This is an optimization exercise on Yosys and OpenROAD, whose aim is small area, a short achievable clock period and few clock cycles per item, not a production implementation.
Only simulation tests tie the RTL to the original design; equivalence was not proved.

==> module fpu_conv_s1, before the edit <==
module fpu_conv_s1
  (
   input [31:0]      opa,
   input 	     op_f2i,  
   input [1:0] 	     rmode,
   output [22:0]     fract_out,
   output 	     r_o,
   output 	     s_o,
   output [7:0]      exp_out,
   output 	     exp_in_lt_half_o,
   output 	     f2i_zero_o,
   output 	     f2i_max_o,
   output 	     fract_in_00_o,
   output 	     fract_in_lo_nz_o,
   output 	     sign_a_o,
   output 	     sign_b_o
   );
   wire 	     opas = opa[31];
   wire [7:0] 	     expa = opa[30:23];
   wire 	     opa_inf = (&expa) & !(|opa[22:0]);
   wire 	     opa_nan = (&expa) & (|opa[22:0]);
   wire [7:0] 	     exp_in = op_f2i ? expa : 8'd0;
   wire [47:0] 	     fract_in = op_f2i ?
			       (opas ? 48'd1 - {24'h00, (|expa), opa[22:0]} - 48'd1 :
				{24'h0, (|expa), opa[22:0]}) :
			       (opas ? 48'd1 - {opa[30:0], 17'h01} : {opa[30:0], 17'h0});
   reg [5:0] 	     fi_ldz;
   integer 	     i;
   always @* begin
      fi_ldz = 6'd48;
      for (i = 1; i < 48; i = i + 1)
	if (fract_in[i]) fi_ldz = 6'd48 - i;
   end
   wire 	     fract_in_00 = !(|fract_in);
   wire 	     rmode_00 = rmode == 2'b00;
   wire 	     rmode_11 = rmode == 2'b11;
   wire 	     exp_in_00 = !(|exp_in);
   wire [7:0] 	     f2i_emin = rmode_00 ? 8'h7e : 8'h7f;
   wire 	     f2i_exp_gt_max = exp_in > 8'h9d;
   wire 	     f2i_exp_lt_min = exp_in < f2i_emin;
   wire 	     f2i_zero = (((f2i_exp_lt_min & (opas & (!rmode_11 | fract_in_00))) |
				  (f2i_exp_lt_min & !opas) |
				  (f2i_exp_gt_max & opas))
				 & !(&exp_in)) |
			        (opa_inf & opas) |
			        (fract_in_00 & exp_in_00);
   wire 	     f2i_max = ((((!opas & f2i_exp_gt_max) |
				  (f2i_exp_lt_min & !fract_in_00 & rmode_11 & opas))
				 & !(&exp_in)) |
				(opa_nan | (opa_inf & !opas))) &
			       !(opas & fract_in_00 & exp_in_00);
   wire [7:0] 	     f2i_shft = exp_in - 8'h7d;
   wire [7:0] 	     conv_shft = op_f2i ? f2i_shft : {2'h0, fi_ldz};
   wire [47:0] 	     fract_in_shftl = (|conv_shft[7:6] | (f2i_zero & op_f2i)) ?
				      48'd0 : fract_in << conv_shft[5:0];
   assign fract_out = fract_in_shftl[47:25];
   assign r_o = fract_in_shftl[24];
   assign s_o = |fract_in_shftl[23:0];
   wire [7:0] 	     exp_i2f = fract_in_00 ? (opas ? 8'h9e : 8'd0) : (8'h9e - {2'd0, fi_ldz});
   wire [55:0] 	     exp_f2i_1 = {{8{fract_in[47]}}, fract_in} << f2i_shft;
   wire [7:0] 	     exp_f2i = f2i_zero ? 8'd0 : f2i_max ? 8'hff : exp_f2i_1[55:48];
   assign exp_out = op_f2i ? exp_f2i : exp_i2f;
   assign exp_in_lt_half_o = exp_in < 8'h80;
   assign f2i_zero_o = f2i_zero;
   assign f2i_max_o = f2i_max;
   assign fract_in_00_o = fract_in_00;
   assign fract_in_lo_nz_o = |fract_in[23:0];
   assign sign_a_o = opas & f2i_exp_gt_max & f2i_zero;
   assign sign_b_o = opa_nan | (f2i_zero & !f2i_max & !(opa_inf & opas));
endmodule
Settings: LEC_CHECK=0, ABC_AREA=1, CAP_MARGIN=20, CORE_MARGIN=2, CORE_UTILIZATION=35, SLEW_MARGIN=20; clock period 9.0 ns.
run.sh (not shown) runs the stock make flow with config.mk's settings and CLKGATE_MAP_FILE= SYNTH_SCRIPT=/design/flow/synth_recipe.tcl, a recipe that flattens the netlist after the stock synthesis.
Testbench counts at the start, summed over its fixed seeds: cycles 40,382, ops 16,000.
Change:
--- a/flow/design.v
+++ b/flow/design.v
@@ -458,12 +458,13 @@
    wire [7:0] 	     f2i_shft = exp_in - 8'h7d;
    wire [7:0] 	     conv_shft = op_f2i ? f2i_shft : {2'h0, fi_ldz};
+   wire [55:0] 	     fract_in_shft56 = {{8{fract_in[47]}}, fract_in} << conv_shft[5:0];
    wire [47:0] 	     fract_in_shftl = (|conv_shft[7:6] | (f2i_zero & op_f2i)) ?
-				      48'd0 : fract_in << conv_shft[5:0];
+				      48'd0 : fract_in_shft56[47:0];
    assign fract_out = fract_in_shftl[47:25];
    assign r_o = fract_in_shftl[24];
    assign s_o = |fract_in_shftl[23:0];
    wire [7:0] 	     exp_i2f = fract_in_00 ? (opas ? 8'h9e : 8'd0) : (8'h9e - {2'd0, fi_ldz});
-   wire [55:0] 	     exp_f2i_1 = {{8{fract_in[47]}}, fract_in} << f2i_shft;
-   wire [7:0] 	     exp_f2i = f2i_zero ? 8'd0 : f2i_max ? 8'hff : exp_f2i_1[55:48];
+   wire [7:0] 	     exp_f2i_1 = (|f2i_shft[7:6]) ? 8'd0 : fract_in_shft56[55:48];
+   wire [7:0] 	     exp_f2i = f2i_zero ? 8'd0 : f2i_max ? 8'hff : exp_f2i_1;
    assign exp_out = op_f2i ? exp_f2i : exp_i2f;
    assign exp_in_lt_half_o = exp_in < 8'h80;
Result: The new run finished clean; wire length is lower by 0.81%; global-route usage drops by 0.11 points; core utilization hardly moves; die area went down by 0.31%; worst hold slack degrades by 0.0041 ns; worst setup slack got worse by 0.040 ns; count of clock-buffer cells in the layout came out higher by 2; synthesized area came out lower by 0.31%; non-clock buffer count climbs by 36.
Testbench counts after the change, summed over its fixed seeds: cycles 40,382, ops 16,000.

## afterwards: timing with drivers on the ports
No port has a modelled driver above. Below, the same layouts with a new extraction and two added sets of constraints. Step 1 assumes that a clkbuf_16 drives the clock port and a buf_2 every other input. Step 2, shift: input delay + t, output delay - t, t = (earliest + latest rising clock arrival at the registers) / 2. This alone moves slack from input paths to output paths. Three values: no drivers, after step 1, after step 2; two values: the first two.
run | shift t [ns] | setup slack, ns | hold WS [ns] | worst data-port slew with drivers (ns) | pins driven straight from the clock port
the first run | 0.771 | 0.359 / 0.382 / -0.389 | 0.439 / 0.439 / 0.439 | 0.13 | 1
the second run | 0.770 | 0.319 / 0.230 / -0.312 | 0.435 / 0.435 / 0.435 | 0.16 | 1
With both steps, setup timing fails in the first run and the second run, where it was met with ideal ports. The setup slack of the first run, which loses most, moves by +0.023 ns with the drivers and by -0.748 ns with both steps.
